What follows belongs to an exercise in optimizing a design on an open flow for small area and a short achievable clock period; a production flow would make more cautious choices.
In this exercise RTL edits were held to simulation tests only and were not proved equivalent to the original.
Power figures rest on the tool's default switching activity, not on a simulated workload.

onyx:
==> flow/design.v <==
module sel_mux #(
    parameter W = 8
)(
    input s,
    input sn,
    input [W - 1:0] a,
    input [W - 1:0] b,
    output [W - 1:0] x
);
assign x = ({W{s}} & a) | ({W{sn}} & b);
endmodule  
module ne_cmp #(
    parameter W = 4
)(
    input [W - 1:0] a,
    input [W - 1:0] b,
    output ne
);
assign ne = a != b;
endmodule  
module g_nor #(
    parameter N = 2
)(
    input [N - 1:0] a,
    output y
);
assign y = ~(|a);
endmodule  
module g_nand #(
    parameter N = 2
)(
    input [N - 1:0] a,
    output y
);
assign y = ~(&a);
endmodule  
module g_oai22 (
    input a1,
    input a2,
    input b1,
    input b2,
    output y
);
assign y = ~((a1 | a2) & (b1 | b2));
endmodule  
module pre_gate #(
    parameter HAS_P = 1,
    parameter HAS_Q = 0,
    parameter BMODE = 1
)(
    input p,
    input q,
    input b,
    output pa
);
wire pt = HAS_P ? p : 1'b1;
wire qt = HAS_Q ? q : 1'b1;
wire bt = (BMODE == 0) ? 1'b1 : (BMODE == 1) ? b : ~b;
assign pa = ~(pt & qt & bt);
endmodule  
module hold_gate #(
    parameter HAS_G = 1,
    parameter HAS_P = 1,
    parameter P_ANY = 1
)(
    input nd,
    input g,
    input p,
    output hold
);
wire gt = HAS_G ? g : 1'b1;
wire pt = HAS_P ? (P_ANY ? ~p : p) : 1'b1;
assign hold = ~(nd & gt & pt);
endmodule  
module LU_cache #(
    parameter CELL_SIZE = 8,
    parameter CELL_COUNT = 128,
    parameter CELL_ADDR_SIZE = 7
)
(
    input clk,
    input reset,
    input [CELL_SIZE - 1:0] data_in,
    input new_data,
    output [CELL_COUNT * CELL_SIZE - 1:0] data_out
);
localparam NG = CELL_COUNT / 4;     
localparam NB = CELL_COUNT / 16;    
localparam H = CELL_SIZE / 2;
reg  [CELL_COUNT * CELL_SIZE - 1:0] cells;
wire [CELL_COUNT * CELL_SIZE - 1:0] cells_next;
wire [CELL_COUNT * CELL_SIZE - 1:0] shifted = {cells[(CELL_COUNT - 1) * CELL_SIZE - 1:0], data_in};
wire [CELL_COUNT - 1:0] ml, mh;     
wire [CELL_COUNT - 1:0] hold;
wire [CELL_COUNT - 1:0] shift;
assign data_out = cells;
genvar i;
generate
    for (i = 0; i < CELL_COUNT; i = i + 1) begin : cmp
        ne_cmp #(.W(H)) L (.a(cells[i * CELL_SIZE +: H]), .b(data_in[H - 1:0]), .ne(ml[i]));
        ne_cmp #(.W(CELL_SIZE - H)) U (.a(cells[i * CELL_SIZE + H +: CELL_SIZE - H]),
                                        .b(data_in[CELL_SIZE - 1:H]), .ne(mh[i]));
    end
endgenerate
wire [NG - 1:0] e0, e2, y01, y23, n1, n2, n3, zg;
generate
    for (i = 0; i < NG; i = i + 1) begin : grp
        g_nor  #(.N(2)) E0 (.a({mh[4 * i], ml[4 * i]}), .y(e0[i]));
        g_nor  #(.N(2)) E2 (.a({mh[4 * i + 2], ml[4 * i + 2]}), .y(e2[i]));
        g_oai22        Y01 (.a1(ml[4 * i]), .a2(mh[4 * i]), .b1(ml[4 * i + 1]), .b2(mh[4 * i + 1]), .y(y01[i]));
        g_oai22        Y23 (.a1(ml[4 * i + 2]), .a2(mh[4 * i + 2]), .b1(ml[4 * i + 3]), .b2(mh[4 * i + 3]), .y(y23[i]));
        g_nor  #(.N(1)) N1 (.a(e0[i +: 1]), .y(n1[i]));
        g_nor  #(.N(1)) N2 (.a(y01[i +: 1]), .y(n2[i]));
        g_nor  #(.N(2)) N3 (.a({e2[i], y01[i]}), .y(n3[i]));
        g_nor  #(.N(2)) ZG (.a({y23[i], y01[i]}), .y(zg[i]));
    end
endgenerate
wire [NB - 1:0] a2, a3, ab;
generate
    for (i = 0; i < NB; i = i + 1) begin : blk
        g_nand #(.N(2)) A2 (.a(zg[4 * i +: 2]), .y(a2[i]));
        g_nand #(.N(3)) A3 (.a(zg[4 * i +: 3]), .y(a3[i]));
        g_nand #(.N(4)) A4 (.a(zg[4 * i +: 4]), .y(ab[i]));
    end
endgenerate
wire [NB - 1:0] np, nq;
assign np[0] = 1'b1;
assign nq[4:0] = 5'b11111;
g_nor #(.N(1)) P1 (.a(ab[0:0]), .y(np[1]));
g_nor #(.N(2)) P2 (.a(ab[1:0]), .y(np[2]));
g_nor #(.N(3)) P3 (.a(ab[2:0]), .y(np[3]));
g_nor #(.N(4)) P4 (.a(ab[3:0]), .y(np[4]));
g_nor #(.N(1)) Q5 (.a(ab[4:4]), .y(nq[5]));
g_nor #(.N(2)) Q6 (.a(ab[5:4]), .y(nq[6]));
g_nor #(.N(3)) Q7 (.a(ab[6:4]), .y(nq[7]));
assign np[7:5] = {3{np[4]}};
wire [NG - 1:0] pa;
generate
    for (i = 0; i < NG; i = i + 1) begin : pre
        localparam integer K = i % 4;     
        localparam integer M = i / 4;     
        wire bterm = (K == 0) ? 1'b1 : (K == 1) ? zg[i - 1] : (K == 2) ? a2[M] : a3[M];
        if (M == 0 || (K == 0 && M < 5)) begin : none
            assign pa[i] = 1'b0;          
        end else begin : gate
            pre_gate #(.HAS_P(M != 0), .HAS_Q(M >= 5), .BMODE(K == 0 ? 0 : K == 1 ? 1 : 2)) G (
                .p(np[M]), .q(nq[M]), .b(bterm), .pa(pa[i]));
        end
    end
endgenerate
generate
    for (i = 0; i < CELL_COUNT; i = i + 1) begin : sel
        localparam integer T = i % 4;           
        localparam integer K = (i / 4) % 4;     
        localparam integer M = i / 16;          
        wire gterm = (T == 0) ? 1'b1 : (T == 1) ? n1[i / 4] : (T == 2) ? n2[i / 4] : n3[i / 4];
        wire pterm = (M == 0) ? ((K == 0) ? 1'b1 : (K == 1) ? zg[i / 4 - 1] : (K == 2) ? a2[0] : a3[0])
                   : (K == 0 && M < 5) ? np[M] : pa[i / 4];
        localparam PANY = (M == 0) ? (K >= 2) : !(K == 0 && M < 5);
        hold_gate #(
            .HAS_G(T != 0),
            .HAS_P(M != 0 || K != 0), .P_ANY(PANY)
        ) HG (
            .nd(new_data), .g(gterm), .p(pterm), .hold(hold[i])
        );
        g_nor #(.N(1)) S (.a(hold[i +: 1]), .y(shift[i]));
        sel_mux #(.W(CELL_SIZE)) MX (
            .s(shift[i]),
            .sn(hold[i]),
            .a(shifted[i * CELL_SIZE +: CELL_SIZE]),
            .b(cells[i * CELL_SIZE +: CELL_SIZE]),
            .x(cells_next[i * CELL_SIZE +: CELL_SIZE])
        );
    end
endgenerate
always @(posedge clk or negedge reset) begin
    if (!reset) cells <= 0;
    else cells <= cells_next;
end
endmodule  
Settings: LEC_CHECK=0, CAP_MARGIN=20, CORE_MARGIN=2, CORE_UTILIZATION=55, CTS_CLUSTER_DIAMETER=150, CTS_CLUSTER_SIZE=30, SETUP_SLACK_MARGIN=3.0, SLEW_MARGIN=20, SYNTH_HIERARCHICAL=1; clock period 7.0 ns.
standard.sh (not shown) runs the stock make flow with config.mk's settings and CLKGATE_MAP_FILE= SYNTH_SCRIPT=/design/flow/synth_recipe.tcl, a recipe that flattens the netlist after the stock synthesis.
==> flow/flow/run.sh <==
#!/bin/bash
# Standard ORFS layout with these changes:
#  - port buffers are buf_1 instead of the cell buffer_ports picks by default;
#  - the slow AND/OR cells (and*, or*) are added to the don't-use list, so
#    synthesis and repair build logic from NAND/NOR/AOI cells;

set -euo pipefail
DU="sky130_fd_sc_hd__probe_p_8 sky130_fd_sc_hd__probec_p_8 sky130_fd_sc_hd__lpflow_bleeder_1 sky130_fd_sc_hd__lpflow_clkbufkapwr_1 sky130_fd_sc_hd__lpflow_clkbufkapwr_16 sky130_fd_sc_hd__lpflow_clkbufkapwr_2 sky130_fd_sc_hd__lpflow_clkbufkapwr_4 sky130_fd_sc_hd__lpflow_clkbufkapwr_8 sky130_fd_sc_hd__lpflow_clkinvkapwr_1 sky130_fd_sc_hd__lpflow_clkinvkapwr_16 sky130_fd_sc_hd__lpflow_clkinvkapwr_2 sky130_fd_sc_hd__lpflow_clkinvkapwr_4 sky130_fd_sc_hd__lpflow_clkinvkapwr_8 sky130_fd_sc_hd__lpflow_decapkapwr_12 sky130_fd_sc_hd__lpflow_decapkapwr_3 sky130_fd_sc_hd__lpflow_decapkapwr_4 sky130_fd_sc_hd__lpflow_decapkapwr_6 sky130_fd_sc_hd__lpflow_decapkapwr_8 sky130_fd_sc_hd__lpflow_inputiso0n_1 sky130_fd_sc_hd__lpflow_inputiso0p_1 sky130_fd_sc_hd__lpflow_inputiso1n_1 sky130_fd_sc_hd__lpflow_inputiso1p_1 sky130_fd_sc_hd__lpflow_inputisolatch_1 sky130_fd_sc_hd__lpflow_isobufsrc_1 sky130_fd_sc_hd__lpflow_isobufsrc_16 sky130_fd_sc_hd__lpflow_isobufsrc_2 sky130_fd_sc_hd__lpflow_isobufsrc_4 sky130_fd_sc_hd__lpflow_isobufsrc_8 sky130_fd_sc_hd__lpflow_isobufsrckapwr_16 sky130_fd_sc_hd__lpflow_lsbuf_lh_hl_isowell_tap_1 sky130_fd_sc_hd__lpflow_lsbuf_lh_hl_isowell_tap_2 sky130_fd_sc_hd__lpflow_lsbuf_lh_hl_isowell_tap_4 sky130_fd_sc_hd__lpflow_lsbuf_lh_isowell_4 sky130_fd_sc_hd__lpflow_lsbuf_lh_isowell_tap_1 sky130_fd_sc_hd__lpflow_lsbuf_lh_isowell_tap_2 sky130_fd_sc_hd__lpflow_lsbuf_lh_isowell_tap_4"
EX=" sky130_fd_sc_hd__or2_0 sky130_fd_sc_hd__or2_1 sky130_fd_sc_hd__or2_2 sky130_fd_sc_hd__or2_4 sky130_fd_sc_hd__or3_1 sky130_fd_sc_hd__or3_2 sky130_fd_sc_hd__or3_4 sky130_fd_sc_hd__or4_1 sky130_fd_sc_hd__or4_2 sky130_fd_sc_hd__or4_4 sky130_fd_sc_hd__or2b_1 sky130_fd_sc_hd__or2b_2 sky130_fd_sc_hd__or2b_4 sky130_fd_sc_hd__or3b_1 sky130_fd_sc_hd__or3b_2 sky130_fd_sc_hd__or3b_4 sky130_fd_sc_hd__or4b_1 sky130_fd_sc_hd__or4b_2 sky130_fd_sc_hd__or4b_4 sky130_fd_sc_hd__or4bb_1 sky130_fd_sc_hd__or4bb_2 sky130_fd_sc_hd__or4bb_4 sky130_fd_sc_hd__and2_0 sky130_fd_sc_hd__and2_1 sky130_fd_sc_hd__and2_2 sky130_fd_sc_hd__and2_4 sky130_fd_sc_hd__and3_1 sky130_fd_sc_hd__and3_2 sky130_fd_sc_hd__and3_4 sky130_fd_sc_hd__and4_1 sky130_fd_sc_hd__and4_2 sky130_fd_sc_hd__and4_4 sky130_fd_sc_hd__and2b_1 sky130_fd_sc_hd__and2b_2 sky130_fd_sc_hd__and2b_4 sky130_fd_sc_hd__and3b_1 sky130_fd_sc_hd__and3b_2 sky130_fd_sc_hd__and3b_4 sky130_fd_sc_hd__and4b_1 sky130_fd_sc_hd__and4b_2 sky130_fd_sc_hd__and4b_4 sky130_fd_sc_hd__and4bb_1 sky130_fd_sc_hd__and4bb_2 sky130_fd_sc_hd__and4bb_4"
bash standard.sh "BUFFER_PORTS_ARGS=-buffer_cell sky130_fd_sc_hd__buf_1" "DONT_USE_CELLS=$DU $EX" finish > layout.log 2>&1
onyx: PASS, flow complete, no timing, DRC or antenna violations
Edits applied to the flow inputs when going from onyx to xenon:
Settings: CORE_UTILIZATION changed from 55 to 60; CTS_CLUSTER_SIZE changed from 30 to 25; CTS_CLUSTER_DIAMETER changed from 150 to 120.
Notes after the runs:
The achievable clock frequency reported for xenon is smaller than that of onyx by 0.52%.
xenon ended up with met5 as its top routing layer in use; onyx ended up with met4.
The lower portion of the clock cycle consumed by the worst path in the final layout of onyx and xenon is in onyx.
On core area, the lower figure sits with xenon, not onyx.
#### Input delta (ember over xenon)
Settings: CTS_CLUSTER_DIAMETER now 100, was 120; CTS_CLUSTER_SIZE now 20, was 25; CORE_UTILIZATION now 55, was 60.
### Flow results
ember did not stop at any stage, and its layout met the timing, design-rule and antenna checks. Delta (ember minus xenon): total power now larger; via count dropped 1106; number of non-clock buffers decreased 58. Diff xenon -> ember | maximum clock rate | up slightly. Compared ember vs xenon, and iteration count of the initial detailed-routing pass is down in ember.
The following lists how yarrow was set up differently from ember:
Settings: PLACE_DENSITY newly set to 0.85.
Findings:
- Cmp ember and yarrow / number of antenna violations at the first check in global routing / higher: yarrow
- Routed wire length delta for yarrow relative to ember: 6000 um higher
- In yarrow the share of the cycle needed by the critical path after routing turned out 2.2 points higher than in ember.
- Of ember and yarrow, the run reporting the higher fill cell total of the finished layout was ember.
- Via count of the first global-routing pass: lower on ember
- Net total in the final layout went up slightly going from ember to yarrow.
- Against ember, final critical-path required period in yarrow came out worse.
- Delta (yarrow minus ember): clock network fraction of total power now sits higher, synthesized area now sits at about the same level.
- Of yarrow and ember, it is yarrow that has the higher met3 wire length.
Edits applied to the flow inputs when going from yarrow to violet:
Settings: SETUP_SLACK_MARGIN now 3.3, was 3.0; TNS_END_PERCENT now 0, previously not set; PLACE_DENSITY no longer set, was 0.85.
--- outcome ---
- Run comparison: violet critical path's slowest cell nand2b_1; yarrow critical path's slowest cell nand4_1
- Re final antenna diode count: no difference whatsoever between yarrow and violet.
- Going from yarrow to violet, placed wire-length estimate after detailed placement grows by about 6%.
- Comparing violet and yarrow, non-clock buffer count is higher on yarrow.
- Clock power improves in violet relative to yarrow.
- Sequential share of layout area, violet and yarrow: lower on yarrow
- NOTE routability congestion estimate yarrow->violet decreased by a few percent
- Max via count of the first global-routing pass across violet and yarrow: yarrow
- Compared with yarrow, in violet critical path depth went down; fraction of final layout cells sized beyond drive strength 1 did not really move.

---

v23:
Starts from the design.v that is shown in full above.
Settings: LEC_CHECK=0, CAP_MARGIN=20, CORE_MARGIN=2, CORE_UTILIZATION=55, SETUP_SLACK_MARGIN=3.6, SLEW_MARGIN=20, SYNTH_HIERARCHICAL=1; clock period 7.0 ns.
Scripts as last shown in full above: flow/flow/run.sh
For v24, these inputs were changed with respect to v23:
Settings: SETUP_SLACK_MARGIN: 3.6 -> 3.3; CTS_CLUSTER_SIZE: unset -> 20; CTS_CLUSTER_DIAMETER: unset -> 100.
## What came out
- v24 | status: complete | timing, DRC, antenna: pass
- Row worst setup margin: v24 higher / v23 lower
- Clock-buffer cell count, v24 vs v23: down by more than half
- Summary of the comparison: wire length of the first global-routing pass is lower in v24, relative to v23.
- The switching share of power reported for v24 is greater than that of v23 by 2.7 points.
- When v24 is measured against v23, its time the final worst path needs with I/O delays and setup turns out 0.0062 ns lower.
Inputs modified between v24 and v48:
Settings: CTS_CLUSTER_DIAMETER changed from 100 to 120; SETUP_SLACK_MARGIN changed from 3.3 to 3.2; CTS_CLUSTER_SIZE changed from 20 to 25.
Findings:
In summary, v48 completed successfully, with a layout that passed the timing, design-rule and antenna checks. Re final cycle utilization of the critical path: v24 and v48 aren't equal, and the lower value belongs to v24. Against v24, non-clock buffer count in v48 rose slightly. v48 reports its slowest cell on the critical path as sky130_fd_sc_hd__nand3b_1 while v24 reports sky130_fd_sc_hd__nor4_4. Looking at power, v48 sits below v24.

---

// LU_cache: RTL as listed in full above, without the edits since
export LEC_CHECK = 0
export CAP_MARGIN = 20
export CORE_MARGIN = 2
export CORE_UTILIZATION = 55
export CTS_CLUSTER_DIAMETER = 120
export CTS_CLUSTER_SIZE = 25
export SETUP_SLACK_MARGIN = 3.0
export SLEW_MARGIN = 20
export SYNTH_HIERARCHICAL = 1
create_clock -name core_clock -period 7.0 [get_ports {clk}]
Scripts as last shown in full above: flow/flow/run.sh
The first run went through all stages and came out clean.
Next try:
CTS_CLUSTER_DIAMETER = 100   (was 120)
CTS_CLUSTER_SIZE = 20   (was 25)
PLACE_DENSITY = 0.72   (was not set)
Effect: Combinational power increases by about 1%. Register-to-register slack barely changes. Fmax decreases by 2.4%. Cell count increases by 0.59%. Flip-flop and latch count stays the same. Sequential power decreases by about 1%. Count of clock-buffer cells in the layout increases by 13.

port drivers added, routing unchanged:
In the flow no input, the clock included, has a driving cell. The finished layouts below were timed again as built, in two steps. Step 1 (the two cells are an assumption about what drives the block):
set clk [get_ports {clk}]
set_driving_cell -lib_cell sky130_fd_sc_hd__clkbuf_16 $clk
set_driving_cell -lib_cell sky130_fd_sc_hd__buf_2 [delete_from_list [all_inputs] $clk]
Step 2 also shifts input and output timing later by t, the mid clock arrival at the registers, as if the neighbouring blocks saw the same clock. Slacks: ideal ports / drivers / drivers and shift; pairs: ideal ports / drivers.
run | t (ns) | setup WS [ns] | worst setup path after step 2
onyx | 0.728 | 3.015 / 2.792 / 2.065 | input to register
xenon | 0.720 | 2.994 / 2.769 / 2.049 | input to register
ember | 0.766 | 3.042 / 2.859 / 2.093 | input to register
yarrow | 0.758 | 2.887 / 2.629 / 1.871 | input to register
violet | 0.776 | 3.072 / 2.841 / 2.065 | input to register
v23 | 0.770 | 3.140 / 2.906 / 2.136 | input to register
v24 | 0.780 | 3.146 / 2.948 / 2.168 | input to register
v48 | 0.712 | 2.997 / 2.726 / 2.014 | input to register
the first run of note 3 | 0.708 | 3.091 / 2.851 / 2.143 | input to register
the second run of note 3 | 0.774 | 2.993 / 2.747 / 1.973 | input to register
After both steps setup and hold are still met in every run listed. The setup slack of the second run of note 3, which loses most, moves by -0.246 ns with the drivers and by -1.020 ns with both steps.
